Context: an optimization exercise on an open-source flow, tuned for small area. The choices shown serve that exercise and are no tape-out recipe. In this exercise RTL edits were held to simulation tests only and were not proved equivalent to the original. Power is estimated from default activity; no workload was simulated.

===== design/flow/constraint.sdc =====
create_clock -name core_clock -period 10.0 [get_ports {clock}]
set_input_delay 2.0000 -clock core_clock [delete_from_list [all_inputs] [get_ports {clock}]]
set_output_delay 2.0000 -clock core_clock [all_outputs]
set_load 0.01 [all_outputs]

===== design/flow/config.mk =====
export PLATFORM = sky130hd
export DESIGN_NAME = All_Combined
export DESIGN_NICKNAME = All_Combined
export VERILOG_FILES = /design/flow/design.v
export SDC_FILE = /design/flow/constraint.sdc
export NUM_CORES = 4
export LEC_CHECK = 0
export CAP_MARGIN = 20
export CORE_MARGIN = 2
export CORE_UTILIZATION = 40
export PLACE_DENSITY = 0.6
export SLEW_MARGIN = 20

===== design/flow/run.sh =====
#!/bin/bash
# synth_recipe.tcl (not shown) runs the flow's synth.tcl, then flattens the netlist and writes it again
# the make line also repeats each setting of config.mk as NAME=value (left out here)
make -C /OpenROAD-flow-scripts/flow DESIGN_CONFIG=/design/flow/config.mk WORK_HOME=/design/flow/orfs CLKGATE_MAP_FILE= SYNTH_SCRIPT=/design/flow/synth_recipe.tcl finish

===== design/flow/design.v =====
`timescale 1ns / 1ps
module VGA_Sync(
    input clock, reset,
    output hSync, vSync, videoON, pTick,
    output [9:0] pixelX, pixelY  
    );
    localparam HORIZONTAL_DISPLAY = 640;
    localparam HORIZONTAL_LEFT = 16;
    localparam HORIZONTAL_RIGHT = 48;
    localparam HORIZONTAL_RETRACE = 96;
    localparam VERTICAL_DISPLAY = 480;
    localparam VERTICAL_TOP = 11;
    localparam VERTICAL_BOTTOM = 31;
    localparam VERTICAL_RETRACE = 2;
    reg[9:0] horizontalCount, verticalCount;
    reg[9:0] horizontalCountNext, verticalCountNext;
    reg verticalSync, horizontalSync;
    wire verticalSyncNext, horizontalSyncNext;
    wire verticalEnd, horizontalEnd;
    always@(posedge clock or posedge reset)
    begin
        if(reset)
        begin
            verticalSync <= 0;
            horizontalSync <= 0;
            horizontalCount <= 0;
            verticalCount <= 0;
        end
        else
        begin
            verticalSync <= verticalSyncNext;
            horizontalSync <= horizontalSyncNext;
            verticalCount <= verticalCountNext;
            horizontalCount <= horizontalCountNext;
        end
    end
    assign verticalEnd = (verticalCount==(VERTICAL_DISPLAY + VERTICAL_TOP + VERTICAL_BOTTOM + VERTICAL_RETRACE-1));
    assign horizontalEnd = (horizontalCount==(HORIZONTAL_DISPLAY + HORIZONTAL_LEFT + HORIZONTAL_RIGHT + HORIZONTAL_RETRACE-1));
    always@(*)
    begin
        begin
            if(horizontalEnd)
            horizontalCountNext = 0;
            else
            horizontalCountNext = horizontalCount + 1;
        end
    end
    always@(*)     
    begin
        if(horizontalEnd)   
        begin
            if(verticalEnd)
            verticalCountNext = 0;
            else
            verticalCountNext = verticalCount + 1;
        end
        else
        verticalCountNext = verticalCount;
    end
    assign horizontalSyncNext = (horizontalCount>=(HORIZONTAL_DISPLAY+HORIZONTAL_RIGHT) && horizontalCount<=(HORIZONTAL_DISPLAY+HORIZONTAL_RIGHT+HORIZONTAL_RETRACE-1));
    assign verticalSyncNext = (verticalCount>=(VERTICAL_DISPLAY+VERTICAL_BOTTOM) && verticalCount<=(VERTICAL_DISPLAY+VERTICAL_BOTTOM+VERTICAL_RETRACE-1));
    assign videoON = (verticalCount <= VERTICAL_DISPLAY && horizontalCount <= HORIZONTAL_DISPLAY);
    assign hSync = horizontalSync;
    assign vSync = verticalSync;
    assign pixelX = horizontalCount;
    assign pixelY = verticalCount;
    assign pTick = 1'b1;     
endmodule
`timescale 1ns / 1ps
module PaddleBallBricks(
    input clock, reset,
    input[9:0] pixelX, pixelY,    
    output [3:0] objRed,
    output [3:0] objGreen,
    output [3:0] objBlue,
    input btnL,
    input btnR,
    input serve,
    input[9:0] serveX, serveY,
    input serveDirX, serveDirY
    );
    wire brick1, brick2, brick3, brick4, brick5;
    reg brick1_ON, brick2_ON, brick3_ON, brick4_ON, brick5_ON;
    wire borderL, borderT, borderR, borderD;
    reg[3:0] redWire, greenWire, blueWire;
    parameter brickBottom = 62;
    parameter brick1_L=60, brick1_R=130;
    parameter brick2_L=180, brick2_R=250;
    parameter brick3_L=300, brick3_R=370;
    parameter brick4_L=420, brick4_R=490;
    parameter brick5_L=540, brick5_R=610;
    assign brick1 = (pixelX>=60 && pixelX<=130 && pixelY>=52 && pixelY<=62);
    assign brick2 = (pixelX>=180 && pixelX<=250 && pixelY>=52 && pixelY<=62);
    assign brick3 = (pixelX>=300 && pixelX<=370 && pixelY>=52 && pixelY<=62);
    assign brick4 = (pixelX>=420 && pixelX<=490 && pixelY>=52 && pixelY<=62);
    assign brick5 = (pixelX>=540 && pixelX<=610 && pixelY>=52 && pixelY<=62);
    assign borderL = (pixelX>=42 && pixelX<=51 && pixelY>=42 && pixelY<=471);
    assign borderT = (pixelX>=42 && pixelX<=631 && pixelY>=32 && pixelY<=42);
    assign borderR = (pixelX>=631 && pixelX<=640 && pixelY>=32 && pixelY<=480);
    assign borderD = (pixelX>=42 && pixelX<=631 && pixelY>=471 && pixelY<=480);
    reg gameOver;
    wire ballWire, barWire;
    always@(posedge clock)
    begin
        if(borderL | borderT | borderR | borderD) 
        begin
            redWire <= 4'b0000;
            greenWire <= 4'b1111;
            blueWire <= 4'b0000;
        end
        else if(brick1 & brick1_ON & !gameOver) 
        begin
            redWire <= 4'b1101;
            greenWire <= 4'b1111;
            blueWire <= 4'b0100;
        end
        else if(brick2 & brick2_ON & !gameOver)
        begin
            redWire <= 4'b1101;
            greenWire <= 4'b0101;
            blueWire <= 4'b1100;
        end
        else if(brick3 & brick3_ON & !gameOver)
        begin
            redWire <= 4'b0101;
            greenWire <= 4'b1001;
            blueWire <= 4'b0001;
        end
        else if(brick4 & brick4_ON & !gameOver)
        begin
            redWire <= 4'b0110;
            greenWire <= 4'b1101;
            blueWire <= 4'b1001;
        end
        else if(brick5 & brick5_ON & !gameOver)
        begin
            redWire <= 4'b1110;
            greenWire <= 4'b1001;
            blueWire <= 4'b1001;
        end
        else if(ballWire & !gameOver)
        begin
            redWire <= 4'b1111;
            greenWire <= 4'b1111;
            blueWire <= 4'b0000;
        end
        else if(barWire & !gameOver)
        begin
            redWire <= 4'b1111;
            greenWire <= 4'b1100;
            blueWire <= 4'b0100;
        end
        else 
        begin
            redWire <= 4'b0000;
            greenWire <= 4'b0000;
            blueWire <= 4'b0000;
        end
    end
    assign objRed = redWire;
    assign objGreen = greenWire;
    assign objBlue = blueWire;
    wire sixtyHzTick;    
    localparam SPEED_POS = 1;
    localparam SPEED_NEG = -1;
    reg [9:0] ballRegX, ballRegY;
    wire [9:0] ballWireX, ballWireY;
    wire[9:0] left, right, top, bottom; 
    reg[9:0] incrementRegX, incrementRegY;
    reg[9:0] incrementWireX, incrementWireY;
    always@(posedge clock or posedge reset)
    begin
        if(reset)    
        begin
            ballRegX <= 0;
            ballRegY <= 0;
            gameOver <= 0;
            incrementRegX <= 0;
            incrementRegY <= 0;
        end
        else if(serve)
        begin
            ballRegX <= serveX;
            ballRegY <= serveY;
            incrementRegX <= serveDirX ? SPEED_POS : SPEED_NEG;
            incrementRegY <= serveDirY ? SPEED_POS : SPEED_NEG;
            gameOver <= 0;
        end
        else
        begin
            ballRegX <= ballWireX;
            ballRegY <= ballWireY;
            incrementRegX <= incrementWireX;
            incrementRegY <= incrementWireY;
            if(gameOverWire)
            gameOver <= 1;
        end
    end 
    assign sixtyHzTick = (pixelY==481) && (pixelX==0);
    assign left = ballRegX;
    assign right = left + 10 - 1;    
    assign top = ballRegY;
    assign bottom = top + 10 - 1;
    wire ball;    
    assign ball = ( (pixelX >= left) && (pixelX <=right) && (pixelY >= top) && (pixelY <= bottom) );
    assign ballWireX = (sixtyHzTick)? (ballRegX + incrementRegX) : (ballRegX);
    assign ballWireY = (sixtyHzTick)? (ballRegY + incrementRegY) : (ballRegY);
    wire brick1_Hit, brick2_Hit, brick3_Hit, brick4_Hit, brick5_Hit; 
    assign brick1_Hit = (top<brickBottom && (left>brick1_L && right<brick1_R));
    assign brick2_Hit = (top<brickBottom && (left>brick2_L && right<brick2_R));
    assign brick3_Hit = (top<brickBottom && (left>brick3_L && right<brick3_R));
    assign brick4_Hit = (top<brickBottom && (left>brick4_L && right<brick4_R));
    assign brick5_Hit = (top<brickBottom && (left>brick5_L && right<brick5_R));
    wire value;
    assign value = (brick1_Hit|brick2_Hit|brick3_Hit|brick4_Hit|brick5_Hit)?(0):(1);
    always@(posedge clock or posedge reset)
    begin
        if(reset)
        begin
            brick1_ON <= 1;
            brick2_ON <= 1;
            brick3_ON <= 1;
            brick4_ON <= 1;
            brick5_ON <= 1;
        end
        else if(brick1_Hit)
        begin
            brick1_ON <= value;
        end
        else if(brick2_Hit)
        begin
            brick2_ON <= value;
        end 
        else if(brick3_Hit)
        begin
            brick3_ON <= value;
        end
        else if(brick4_Hit)
        begin
            brick4_ON <= value;
        end
        else if(brick5_Hit)
        begin
            brick5_ON <= value;
        end
    end
    wire[9:0] leftWireBar, rightWireBar; 
    reg gameOverWire;
    always@(*)
    begin
        incrementWireX = incrementRegX;
        incrementWireY = incrementRegY;
        gameOverWire = 0;
        if(left<=52)
        incrementWireX = SPEED_POS;
        else if(right>=630)
        incrementWireX = SPEED_NEG;
        else if(top<=42)
        incrementWireY = SPEED_POS;
        else if(bottom>=460 && left>=leftWireBar && right<=rightWireBar)
        incrementWireY = SPEED_NEG;
        else if(bottom>=470)
        gameOverWire = 1;
    end
    assign ballWire = ball;
    localparam BAR_TOP = 460;  
    localparam BAR_BOTTOM = 465;  
    localparam BAR_SIZE = 64;  
    localparam BAR_STEP = 8;  
    localparam MAX_X = 640;
    localparam MAX_Y = 480;
    wire [9:0] LeftBar, rightBar;
    reg[9:0] barRegX;
    reg[9:0] barWireX;
    always@(posedge clock or posedge reset)
    begin
        if(reset)
        begin
            barRegX <= 10'b0000000000;
        end
        else
        begin
            barRegX <= barWireX;
        end
    end
    assign leftWireBar = barRegX;
    assign rightWireBar = barRegX + BAR_SIZE;
    assign barWire = (pixelX>=leftWireBar && pixelX<=rightWireBar && pixelY>=BAR_TOP && pixelY<=BAR_BOTTOM);
    always@(*)
    begin
        barWireX = barRegX;
        if(sixtyHzTick)
        begin
            if(btnL & (leftWireBar > (0)))
            begin
                barWireX = barRegX - BAR_STEP; 
            end
            else if(btnR & (rightWireBar < (MAX_X - BAR_STEP)))
            begin
                barWireX = barRegX + BAR_STEP;
            end
            else barWireX = barRegX; 
        end
    end 
endmodule
`timescale 1ns / 1ps
module All_Combined(
    input clock, reset,
    output hSync, vSync,
    output[3:0] vgaRed,
    output[3:0] vgaGreen,
    output[3:0] vgaBlue,
    input btnL,  
    input btnR,  
    input serve,             
    input[9:0] serveX,
    input[9:0] serveY,
    input serveDirX,         
    input serveDirY          
    );
    wire videoON;
    wire [9:0] pixelX, pixelY;
    wire clock25;    
    reg[3:0] red, green, blue;
    reg[3:0] redWire, greenWire, blueWire;
    VGA_Sync syncGate(.clock(clock), .reset(reset), .hSync(hSync), .vSync(vSync),
    .videoON(videoON), .pTick(clock25), .pixelX(pixelX), .pixelY(pixelY));
    PaddleBallBricks mygate(.clock(clock), .reset(reset), .pixelX(pixelX), .pixelY(pixelY), 
        .objRed(vgaRed), .objGreen(vgaGreen), .objBlue(vgaBlue), .btnL(btnL), .btnR(btnR),
        .serve(serve), .serveX(serveX), .serveY(serveY), .serveDirX(serveDirX), .serveDirY(serveDirY));
endmodule

==> flow_summary_export.csv <==
group,metric,value,unit
timing,worst_pin_slew,892,ps
timing,min_period,3930,ps
hold_path,hold_path_class,"reg2reg",
worst_setup_path,critPathLaunchType,"primary input",
synthesis,async_flop_share,0.843,
drt,vias,6129,
synthesis,synth_edf_count,0,
finish,multiInputGateArea,4710,µm²
grt,grt.total_usage,0.207,
timing,max_slew_margin,0.400,
finish,syn_to_final_growth,12.5,%
timing,tns,0,ps
synthesis,avgSynthCellArea,8.06,µm²
timing,fmax,254,MHz
pwr,p_leak,3.44,nW
worst_setup_path,crit_chain,"clkdlybuf4s50_1, o41ai_1, inv_1, ha_1, a21oi_1, o21bai_1, a21o_1, a21oi_1, xnor2_1, nor2_1, xnor2_1",
clock_network,root_buffer,"clkbuf_16",
clock_network,path_clk_slew,60,ps
placement,port_buffers,39,
worst_setup_path,crit_type,"in2reg",
finish,diodes,0,
synthesis,yosysWarnings,2,
drt,routed_via_density,5.59,
clock_network,numCtsBuffers,9,
synthesis,seq_area_frac_synth,0.250,
die,dieArea,18100,µm²
timing,rsz0062_at_grt,"no",
worst_setup_path,critPathCaptureType,"flip-flop",
clock_network,clock_latency,350,ps
finish,drive_gt1_frac,0.0411,
synthesis,ys_ff_latch,70,
pwr,p_per_area,111,nW/µm²
die,num_rows,47,
drt,routed_wl,17800,µm
drt,drtAntennaViolNets,0,
run_status,status,"finished clean",
die,ioPinCount,41,
timing,slew_viol_final,0,
finish,nets,998,
placement,hpwl,13300,µm
die,core_area,16600,µm²
synthesis,syn-num-nets,974,
drt,drt_first_pass_iters,5,
synthesis,yosys.area.top_type_share,0.198,
finish,fill_cells,1685,
finish,area.sequential,1700,µm²
worst_setup_path,r2r-start,"mygate.ballRegY[0]",
clock_network,cts_tree,"built",
synthesis,synth-main-ff-cell,"dfrtp_1",
drt,drt-initial-drc-count,434,
timing,hold_violations,0,
worst_setup_path,critical_path_required,10220,ps
clock_network,cts_resized,0,
clock_network,cts.sinks,70,
timing,finalCritPeriodShare,0.393,
die,die_h,135,µm
grt,antenna_found_initial,0,
die,start_util,0.410,
pwr,peakVddDrop,89.7,µV
grt,overflow,0,
clock_network,post_cts_buffers,0,
timing,finalSetupViolCount,0,
worst_setup_path,r2r-end,"mygate.redWire[3]",
worst_setup_path,slowest_stage,"clkdlybuf4s50_1",
clock_network,holdBufCountCts,0,
grt,grt_pass1_wl,29800,µm
pwr,power,855,µW
synthesis,synth_area_leader_cell,"dfrtp_1",
synthesis,synth_area_leaders,"dfrtp_1 (20%), ha_1 (18%), o21ai_0 (5.1%)",
grt,grt_max_degree,60,
hold_path,worstHoldPathCells,1,
finish,final_cell_mix,"ha_1 (97), nand2_1 (76), o21ai_0 (70)",
die,die_x,135,µm
worst_setup_path,critPathMaxFanout,5,
synthesis,ys_types,69,
drt,drc_errors,0,
hold_path,hold_end,"mygate.brick2_ON",
job,maxCapViolations,0,
worst_setup_path,rrSetupSlack,6240,ps
finish,mostFrequentLayoutCell,"ha_1",
clock_network,htree_levels,3,
grt,grt_pass1_vias,5828,
worst_setup_path,crit_path_max_incr_delay,390,ps
synthesis,syn_inst,847,
hold_path,worstHoldStart,"mygate.brick2_ON",
synthesis,netlist_area,6820,µm²
clock_network,clockBufferDepth,2,
drt,wl_per_cell,16.2,µm
worst_setup_path,critPathArrivalTime,4160,ps
worst_setup_path,reg2regPathDepth,13,
placement,gp_congestion,0.907,
timing,skew,8.13,ps
[per-layer routing]
layer / track usage / vias to the layer above / part of all wire
li1: - / 3096 / -
met1: 0.286 / 2868 / 0.48
met2: 0.337 / 146 / 0.45
met3: 0.0312 / 19 / 0.051
met4: 0.0626 / 0 / 0.016
met5: 0 / - / 0
[worst max-delay path: cells and delay by family]
kind	cells	cell delay (ps)
AO/OA/AOI/OAI	5	780
buffers and inverters	2	650
XOR/XNOR	2	260
adder cells (fa/ha/maj)	1	390
AND/OR/NAND/NOR	1	60
[how the worst max path moves through the flow]
stage                     from                end  cells past startpoint
after global placement    btnL  mygate.barRegX[9]                     11
after floorplan           btnL  mygate.barRegX[9]                     10
after global routing      btnL  mygate.barRegX[9]                     11
after CTS                 btnL  mygate.barRegX[9]                     11
final                     btnL  mygate.barRegX[9]                     11
after detailed placement  btnL  mygate.barRegX[9]                     11
[where the power goes]
group / switching, mW / internal [mW]
clock network: 0.137 / 0.185
logic: 0.121 / 0.0958
registers: 0.0247 / 0.291
[Yosys cell counts, drive strengths merged (20+ instances only)]
cell type,instances
clkbuf,23
nand2,76
a21o,20
xnor2,35
o21ai,71
nor3,26
nor2,62
a21oi,56
ha,97
nand3,29
inv,67
dfrtp,54
[kinds of logic after synthesis]
| kind of cell | Yosys count | synth area share |
|---|---|---|
| AOI/OAI and AO/OA | 237 | 0.221 |
| xor gates and xnor gates | 52 | 0.0667 |
| adders and majority gates | 100 | 0.187 |
| buffers and inverters | 100 | 0.0605 |
| DFF | 70 | 0.250 |
| muxes | 9 | 0.0132 |
| other | 1 | 0.000550 |
| and+or+nand+nor | 278 | 0.201 |
[area by class of cell]
cell class / count / share of cell area
Inverter: 68 / 0.0333
Multi-Input combinational cell: 677 / 0.614
Sequential cell: 70 / 0.222
Tap cell: 220 / 0.0359
Clock inverter: 5 / 0.00522
Clock buffer: 11 / 0.0331
Timing Repair Buffer: 45 / 0.0567
[registers in the layout, summed over array words and instances (netlist names)]
signal                    flops
mygate.incrementRegY          2
mygate.brick1_ON              1
mygate.gameOver               1
mygate.blueWire               3
mygate.redWire                4
syncGate.horizontalCount     10
mygate.brick3_ON              1
mygate.brick5_ON              1
mygate.brick2_ON              1
mygate.ballRegY              10
syncGate.verticalSync         1
mygate.ballRegX              10
mygate.greenWire              4
mygate.barRegX                7
mygate.brick4_ON              1
syncGate.horizontalSync       1
mygate.incrementRegX          2
syncGate.verticalCount       10
[stage by stage]
stage	util	setup slack, ps	hold slack (ps)	cell area [µm²]	instances
6_report	0.461	6070	457	7680	1096
5_1_grt	0.461	5880	472	7680	1096
3_3_place_gp	0.444	5740	449	7380	1080
4_1_cts	0.461	6090	459	7680	1096
3_5_place_dp	0.444	5730	450	7380	1080
2_1_floorplan	-	6340	421	6820	847

## re-timing with driven ports
Ports are ideal in the flow. The routed layout listed here was re-timed in OpenROAD. Step 1 sets driving cells, clkbuf_16 on the clock port and buf_2 on the other inputs (assumed; they add their load-dependent delay and slew). Step 2 times the ports against the registers' clock, not the clock port: input delays grow and output delays shrink by t, the midpoint of the rising clock arrivals with the driver on. a / b / c = ideal ports / drivers / drivers and shift; a / b = the first two.
t, ns: 0.392
setup slack, ns: 6.067 / 6.092 / 5.700
worst setup path at the end: input to register
After both steps this run still meets setup and hold. The setup slack of this run moves by +0.025 ns with the drivers and by -0.367 ns with both steps.
